Context: an optimization exercise on an open-source flow, tuned for small area, a short achievable clock period and few clock cycles. The choices shown serve that exercise and are no tape-out recipe.
In this exercise RTL edits were held to simulation tests only and were not proved equivalent to the original.

## flow/design.v (module list and top-level ports; edited modules follow where they fit)
// module MatrixMultUnit: 222 lines
// module mmu_mac: 2708 lines
module MatrixMultUnit(
  input  wire reset_n,
  input  wire clk,
  input  wire dut_valid,
  output wire dut_ready,
  output wire        dut__tb__sram_input_write_enable,
  output wire [15:0] dut__tb__sram_input_write_address,
  output wire [31:0] dut__tb__sram_input_write_data,
  output wire [15:0] dut__tb__sram_input_read_address,
  input  wire [31:0] tb__dut__sram_input_read_data,
  output wire        dut__tb__sram_weight_write_enable,
  output wire [15:0] dut__tb__sram_weight_write_address,
  output wire [31:0] dut__tb__sram_weight_write_data,
  output wire [15:0] dut__tb__sram_weight_read_address,
  input  wire [31:0] tb__dut__sram_weight_read_data,
  output wire        dut__tb__sram_result_write_enable,
  output wire [15:0] dut__tb__sram_result_write_address,
  output wire [31:0] dut__tb__sram_result_write_data,
  output wire [15:0] dut__tb__sram_result_read_address,
  input  wire [31:0] tb__dut__sram_result_read_data,
  output wire        dut__tb__sram_scratchpad_write_enable,
  output wire [15:0] dut__tb__sram_scratchpad_write_address,
  output wire [31:0] dut__tb__sram_scratchpad_write_data,
  output wire [15:0] dut__tb__sram_scratchpad_read_address,
  input  wire [31:0] tb__dut__sram_scratchpad_read_data
);
  // ...
==> flow/flow/run.sh <==
#!/bin/bash
# Standard layout, with timing repair aiming at 6 ns of setup slack.
set -euo pipefail
bash standard.sh SETUP_SLACK_MARGIN=6 finish > standard_flow.log 2>&1
==> flow/standard.sh <==
#!/bin/bash
# synth_recipe.tcl (not shown) runs the flow's synth.tcl, then flattens the netlist and writes it again
# the make line also repeats each setting of config.mk as NAME=value (left out here)
make -C /OpenROAD-flow-scripts/flow DESIGN_CONFIG=/design/flow/config.mk WORK_HOME=/design/flow/orfs CLKGATE_MAP_FILE= SYNTH_SCRIPT=/design/flow/synth_recipe.tcl "${@:-finish}"
==> flow/config.mk <==
export PLATFORM = sky130hd
export DESIGN_NAME = MatrixMultUnit
export DESIGN_NICKNAME = MatrixMultUnit
export VERILOG_FILES = /design/flow/design.v
export SDC_FILE = /design/flow/constraint.sdc
export NUM_CORES = 4
export LEC_CHECK = 0
export ABC_CLOCK_PERIOD_IN_PS = 3000
export CAP_MARGIN = 20
export CORE_MARGIN = 2
export CORE_UTILIZATION = 40
export SLEW_MARGIN = 20
==> flow/constraint.sdc <==
create_clock -name core_clock -period 10.0 [get_ports {clk}]
set_input_delay 2.0000 -clock core_clock [delete_from_list [all_inputs] [get_ports {clk}]]
set_output_delay 2.0000 -clock core_clock [all_outputs]
set_load 0.01 [all_outputs]
==> impl_metrics.env, run 1 <==
export IMPL_grt_overflow=0
export IMPL_drv_cap=0
export IMPL_finalCritPeriodShare=0.391
export IMPL_nWellTaps=1040
export IMPL_ys_ff_latch=348
export IMPL_cts_clk_slew_worst_paths_ps=60
export IMPL_setup_viol=0
export IMPL_grt_met1_usage=0.292
export IMPL_ys_types=75
export IMPL_synth_top_area_cell="fa_1"
export IMPL_topRoutingLayerUsed="met4"
export IMPL_postRouteWirelength_um=85600
export IMPL_grt_busiest_layer="met2"
export IMPL_worst_hold_startpoint="first1$_DFF_P_"
export IMPL_drtAntennaViolNets=0
export IMPL_synth_edf_count=96
export IMPL_tns_ps=0
export IMPL_synth_area_top_cells="fa_1, dfxtp_1, edfxtp_1"
export IMPL_outcome="finished clean"
export IMPL_dp_slack_ps=5750
export IMPL_holdPathStages=0
export IMPL_fin_area_mm2=0.0356
Testbench counts, summed over its fixed seeds: cycles 565,045.
==> run 2, diff against run 1 <==
==> flow/flow/run.sh (replaced) <==
#!/bin/bash
# Standard layout, with timing repair aiming at 7 ns of setup slack.
set -euo pipefail
bash standard.sh SETUP_SLACK_MARGIN=7 finish > standard_flow.log 2>&1
==> run 2 against run 1 <==
Still clean on timing, DRC and antenna; clock-buffer cell count grew 4; die area is the same; setup slack got worse by 3.3 ps; final cell count up 7.2%; register-to-register slack about the same; core utilization up 6.7 points; via count increased by 9.7%.
==> impl_metrics.env, run 2 <==
export IMPL_r2r_cells=13
export IMPL_tns_ps=0
export IMPL_antenna_found_initial=8
export IMPL_drive_gt1_frac=0.308
export IMPL_cts_clk_slew_worst_paths_ps=60
export IMPL_netlist_instances=3200
export IMPL_grt_overflow=0
export IMPL_async_flop_share=0.0230
export IMPL_critPathLaunchType="flop"
export IMPL_drt_wirelength_per_cell_um=21.1
export IMPL_ys_types=75
export IMPL_outcome="finished clean"
export IMPL_synth_most_common_cell="inv_1"
export IMPL_coreArea_mm2=0.0772
export IMPL_period_minus_slack_ps=3920
export IMPL_synth_top_area_cell="fa_1"
export IMPL_grt_pass1_wl_um=148000
export IMPL_worstPathArrival_ps=4380
export IMPL_required_ps=10470
export IMPL_cts_max_level=2
export IMPL_grt_max_degree=65
export IMPL_drt_initial_drc_count=1549
export IMPL_portBuffers=265
export IMPL_ctsHoldBuffers=0
export IMPL_dp_slack_ps=5560
export IMPL_vias=23681
export IMPL_max_freq_ghz=0.255
export IMPL_final_hold_violation_count=0
export IMPL_slew_headroom=0.290
export IMPL_drc=0
export IMPL_worstHoldPathType="flop to flop"
export IMPL_gp_congestion=0.869
export IMPL_layout_setup_ws_ps=6080
export IMPL_dr_pass1_iters=5
export IMPL_fin_skew_ps=39.4
export IMPL_ios=392
export IMPL_most_common_layout_cells="inv_1, fa_1, and2_1"
export IMPL_ys_seq_area_frac=0.257
export IMPL_avgSynthCellArea_um2=9.71
export IMPL_postRouteWirelength_um=100000
export IMPL_netlist_top_cells_count="inv_1, fa_1, and2_1"
export IMPL_multi_input_area_mm2=0.0209
export IMPL_drtAntennaViolNets=0
export IMPL_cts_root_buf="clkbuf_16"
export IMPL_clk_path_buf_depth=3
export IMPL_ys_warn_count=2
export IMPL_report_final_slew_viol_count=0
export IMPL_synth_ff_type="dfxtp_1"
export IMPL_dp_hpwl_um=61700
export IMPL_reg_top3="op_a x32, op_b x32, u_mac.acc x32"
export IMPL_ys_ff_latch=348
export IMPL_cts_sinks=348
export IMPL_setup_viol=0
export IMPL_cp_end_kind="flop"
export IMPL_die_height_um=283
export IMPL_initial_utilization=0.402
export IMPL_cts_tree="done"
export IMPL_grt_pass1_vias=24563
export IMPL_insertion_delay_ps=610
export IMPL_path_class="flop to flop"
export IMPL_fp_dieW_um=283
export IMPL_yosysTopAreaCellShare=0.287
export IMPL_rsz0062_at_grt="yes"
export IMPL_dieArea_mm2=0.0799
export IMPL_cp_max_fo=4
export IMPL_detail_route_vias_per_cell=4.99
export IMPL_synth_edf_count=96
export IMPL_final_common_cell="inv_1"
export IMPL_cts_buffers=41
export IMPL_synth_area_top_cells="fa_1, dfxtp_1, edfxtp_1"
export IMPL_finalCritPeriodShare=0.392
export IMPL_placement_rows=102
export IMPL_synthToLayoutAreaGrowth_pct=31.2
export IMPL_holdPathStages=0
export IMPL_tightestPinTransition_ps=1070
export IMPL_nets=4345
export IMPL_fillCellCount=6824
export IMPL_ff_latch_area_mm2=0.00828
export IMPL_drv_cap=0
export IMPL_netlist_area_mm2=0.0311
export IMPL_globalRouteTotalUtil=0.250
## run 2: critical path: stages (launching register included)
cell and delay, ps:
dfxtp_2 320, fa_2 390, fa_1 500, inv_2 40
fa_1 530, inv_2 50, ha_4 220, a211oi_2 200
o21bai_2 100, o31a_1 290, a221o_1 380, a311o_1 320
a2111o_1 370, o211a_1 110
## run 2: worst paths after layout
| path | startpoint | slack [ps] | to |
|---|---|---|---|
| setup / recovery | u_mac.q4_0$_DFF_P_ | 6080 | u_mac.acc[28]$_DFF_P_ |
| hold / removal | first1$_DFF_P_ | 330 | first2$_DFF_P_ |
| setup reg to reg | u_mac.q4_0$_DFF_P_ | 6080 | u_mac.acc[28]$_DFF_P_ |
| hold reg to reg | first1$_DFF_P_ | 330 | first2$_DFF_P_ |
| max in group asynchronous | reset_n | 7980 | ready$_DFFE_PN1P_ |
| min in group asynchronous | reset_n | 1710 | last2$_DFF_PN0_ |
## run 2: per-layer routing
| layer | vias up | global-route usage | part of all wire |
|---|---|---|---|
| met5 | - | 0 | 0.00026 |
| met1 | 11971 | 0.315 | 0.39 |
| met2 | 949 | 0.421 | 0.48 |
| met3 | 256 | 0.0455 | 0.077 |
| li1 | 10501 | - | - |
| met4 | 4 | 0.109 | 0.046 |
## run 2: cell type report
class,count,area share
sequential,348,0.203
antenna,4,0.000246
tap,1040,0.0319
inverter,535,0.0493
multi-input combinational,2110,0.513
clock buffer,51,0.0276
timing repair buffer,631,0.169
clock inverter,23,0.00602
## run 2: stage by stage
stage / cells / utilization / instance area (um2) / hold WS, ps
finish: 4742 / 0.528 / 40700 / 328
floorplan: 3325 / - / 32100 / 310
detailed placement: 4329 / 0.441 / 34000 / 316
global placement: 4329 / 0.441 / 34000 / 313
CTS: 4650 / 0.509 / 39300 / 330
global route: 4739 / 0.528 / 40700 / 334
## run 2: repair_timing
action                                  4_1_cts  5_1_grt
endpoints found under the setup margin      310      283
gates cloned                                 16        5
setup buffers                               231       83
pin swaps                                   123      121
resized for setup                          1081      272
## run 2: logic make-up after synthesis
family	Yosys count	share of synthesized area
buf+inv	867	0.128
compound gates	278	0.0605
fa+ha+maj	547	0.328
mux	76	0.0274
other cells	1	0.000121
simple gates	919	0.153
xor+xnor	164	0.0462
flops	348	0.257
==> run 3, diff against run 2 <==
==> flow/run.sh (new file) <==
#!/bin/bash
# synth_recipe.tcl (not shown) runs the flow's synth.tcl, then flattens the netlist and writes it again
# the make line also repeats each setting of config.mk as NAME=value (left out here)
make -C /OpenROAD-flow-scripts/flow DESIGN_CONFIG=/design/flow/config.mk WORK_HOME=/design/flow/orfs CLKGATE_MAP_FILE= SYNTH_SCRIPT=/design/flow/synth_recipe.tcl finish
--- a/flow/config.mk
+++ b/flow/config.mk
@@ -5,7 +5,6 @@
 export SDC_FILE = /design/flow/constraint.sdc
 export NUM_CORES = 4
 export LEC_CHECK = 0
-export ABC_CLOCK_PERIOD_IN_PS = 3000
 export CAP_MARGIN = 20
 export CORE_MARGIN = 2
 export CORE_UTILIZATION = 40
removed: flow/flow/run.sh
removed: flow/standard.sh
==> run 3 against run 2 <==
Synthesized cell count is the same; die area is the same; core utilization shrank 7.1 points; critical path depth grew 1; still clean on timing, DRC and antenna; setup slack lost 630 ps.
==> impl_metrics.env, run 3 <==
export IMPL_outcome="finished clean"
export IMPL_die_height_um=283
export IMPL_portBuffers=265
export IMPL_min_to="first2$_DFF_P_"
export IMPL_worstPathArrival_ps=5000
export IMPL_report_final_slew_viol_count=0
export IMPL_hold_ws_ps=327
export IMPL_placement_rows=102
export IMPL_finalCritPeriodShare=0.455
export IMPL_slew_headroom=0.248
export IMPL_netlist_area_mm2=0.0311
export IMPL_initial_utilization=0.402
export IMPL_max_freq_ghz=0.220
export IMPL_yosysTopAreaCellShare=0.287
export IMPL_instances_no_fill=4412
export IMPL_cts_max_level=2
export IMPL_worstHoldPathType="flop to flop"
export IMPL_crit_start="first3$_DFF_P_"
export IMPL_dp_hpwl_um=61600
export IMPL_antenna_found_initial=3
export IMPL_detail_route_vias_per_cell=4.87
export IMPL_synth_edf_count=96
export IMPL_drt_wirelength_per_cell_um=19.3
export IMPL_dp_cells=4337
export IMPL_synth_top_area_cell="fa_1"
export IMPL_tns_ps=0
export IMPL_holdPathStages=0
export IMPL_crit_chain="buf_4 -> nor2b_1 -> fa_1 -> inv_1 -> fa_1 -> inv_1 -> ha_1 -> a211oi_1 -> o21bai_1 -> o31a_1 -> a221o_1 -> a311o_1 -> a2111o_1 -> o211a_1"
export IMPL_synth_area_top_cells="fa_1, dfxtp_1, edfxtp_1"
export IMPL_rsz0062_at_grt="no"
export IMPL_grt_pass1_vias=22383
export IMPL_r2r_end="u_mac.acc[28]$_DFF_P_"
export IMPL_path_class="flop to flop"
export IMPL_ctsHoldBuffers=0
export IMPL_max_stage_delay_ps=550
export IMPL_drc=0
export IMPL_r2r_slack_ps=5450
export IMPL_synthToLayoutAreaGrowth_pct=13.5
export IMPL_most_common_layout_cells="inv_1, fa_1, and2_1"
export IMPL_async_flop_share=0.0230
export IMPL_ys_types=75
export IMPL_synth_ff_type="dfxtp_1"
export IMPL_cts_sinks=348
export IMPL_fp_dieW_um=283
export IMPL_drv_cap=0
export IMPL_fin_skew_ps=22.9
export IMPL_period_minus_slack_ps=4550
export IMPL_clk_path_buf_depth=3
export IMPL_critPathLaunchType="flop"
export IMPL_cp_max_fo=32
export IMPL_final_hold_violation_count=0
export IMPL_tightestPinTransition_ps=1130
export IMPL_avgSynthCellArea_um2=9.71
export IMPL_layout_core_utilization=0.457
export IMPL_reg_top3="op_a x32, op_b x32, u_mac.acc x32"
export IMPL_rr_startpoint="first3$_DFF_P_"
export IMPL_coreArea_mm2=0.0772
export IMPL_nets=4018
export IMPL_cts_root_buf="clkbuf_16"
export IMPL_final_common_cell="inv_1"
export IMPL_globalRouteTotalUtil=0.220
export IMPL_synth_most_common_cell="inv_1"
export IMPL_grt_overflow=0
export IMPL_drtAntennaViolNets=0
export IMPL_cts_resized=0
export IMPL_gp_congestion=0.861
export IMPL_dieArea_mm2=0.0799
export IMPL_ios=392
export IMPL_ys_seq_area_frac=0.257
export IMPL_grt_max_degree=59
export IMPL_postRouteWirelength_um=85300
export IMPL_netlist_instances=3200
export IMPL_cts_tree="done"
export IMPL_ys_warn_count=2
export IMPL_dr_pass1_iters=6
export IMPL_vias=21472
export IMPL_cts_clk_slew_worst_paths_ps=60
export IMPL_n_antenna_cell=0
export IMPL_netlist_top_cells_count="inv_1, fa_1, and2_1"
export IMPL_grt_pass1_wl_um=132000
export IMPL_setup_viol=0
export IMPL_cts_buffers=41
export IMPL_slowest_stage="fa_1"
export IMPL_drive_gt1_frac=0.0611
export IMPL_cp_end_kind="flop"
export IMPL_worst_hold_startpoint="first1$_DFF_P_"
export IMPL_postCtsSetupRepairBufs=0
export IMPL_ys_ff_latch=348
export IMPL_r2r_cells=14
export IMPL_drt_initial_drc_count=1270
export IMPL_insertion_delay_ps=580
export IMPL_required_ps=10450
==> run 3: logic make-up after synthesis <==
group / share of synthesized area
compound gates: 0.0605
flops: 0.257
fa+ha+maj: 0.328
simple gates: 0.153
mux: 0.0274
xor+xnor: 0.0462
buf+inv: 0.128
other cells: 0.000121
==> run 3: final cells by class <==
cell class	instances	area, um2
clock buffers	52	1180
clock inverters	23	239
fillers	7501	42000
repair buffers	304	2950
inverters	535	2010
flip-flops and latches	348	7980
well taps	1040	1300
multi-input cells	2110	19600
==> run 3: per-stage QoR <==
stage / worst slack (ps) / cell area [um2]
floorplan: 5780 / 31500
global placement: 5560 / 33800
detailed placement: 5510 / 33800
CTS: 5450 / 35300
global route: 5310 / 35300
finish: 5450 / 35300
==> run 3: worst max path at each step <==
stage	endpoint	cells after the start	slack, ps
floorplan	u_mac.acc[28]$_DFF_P_	14	5780
global placement	u_mac.acc[28]$_DFF_P_	13	5560
detailed placement	u_mac.acc[28]$_DFF_P_	14	5510
CTS	u_mac.acc[28]$_DFF_P_	14	5450
global route	u_mac.acc[28]$_DFF_P_	14	5310
finish	u_mac.acc[28]$_DFF_P_	14	5450
==> run 3: worst max-delay path, delay by kind of cell, from the launching register on <==
family,cells,cell delay [ps]
AO/OA/AOI/OAI,7,2210
adder cells (fa/ha/maj),3,1370
buffers and inverters,3,400
flip-flops,1,310
AND/OR/NAND/NOR,1,120
==> run 3: metal layers <==
metal / wire (um) / share of wire / vias up / global-route usage
met2: 41600 / 0.49 / 702 / 0.374
met3: 5450 / 0.064 / 149 / 0.0399
li1: - / - / 9796 / -
met4: 2360 / 0.028 / 0 / 0.0623
met1: 35800 / 0.42 / 10825 / 0.286
met5: 0 / 0 / - / 0

static timing again, ports no longer ideal:
The results above use ideal ports. As a check the final layouts listed here were re-extracted and re-timed, cells and wires unchanged.
Step 1 sets driving cells, clkbuf_16 on the clock port and buf_2 on the other inputs (assumed; they add their load-dependent delay and slew).
Step 2 moves the port delays by t, midway between the first and last clock arrival at a register: inputs arrive t later, outputs are due t later. That takes back most of the time a late clock gives input paths.
a / b / c = ideal / step 1 / step 2; a / b = the first two.
| run | t, ns | setup slack, ns | hold WS [ns] | latest minus earliest clock arrival (ns) | worst register clock-pin slew, ns |
|---|---|---|---|---|---|
| run 1 | 0.647 | 6.088 / 6.088 / 6.088 | 0.329 / 0.329 / 0.329 | 0.029 / 0.030 | 0.07 / 0.07 |
| run 2 | 0.651 | 6.085 / 6.085 / 6.085 | 0.328 / 0.328 / 0.328 | 0.039 / 0.039 | 0.07 / 0.07 |
| run 3 | 0.635 | 5.454 / 5.454 / 5.454 | 0.327 / 0.327 / 0.327 | 0.024 / 0.023 | 0.06 / 0.06 |
After both steps every run listed still meets setup and hold.
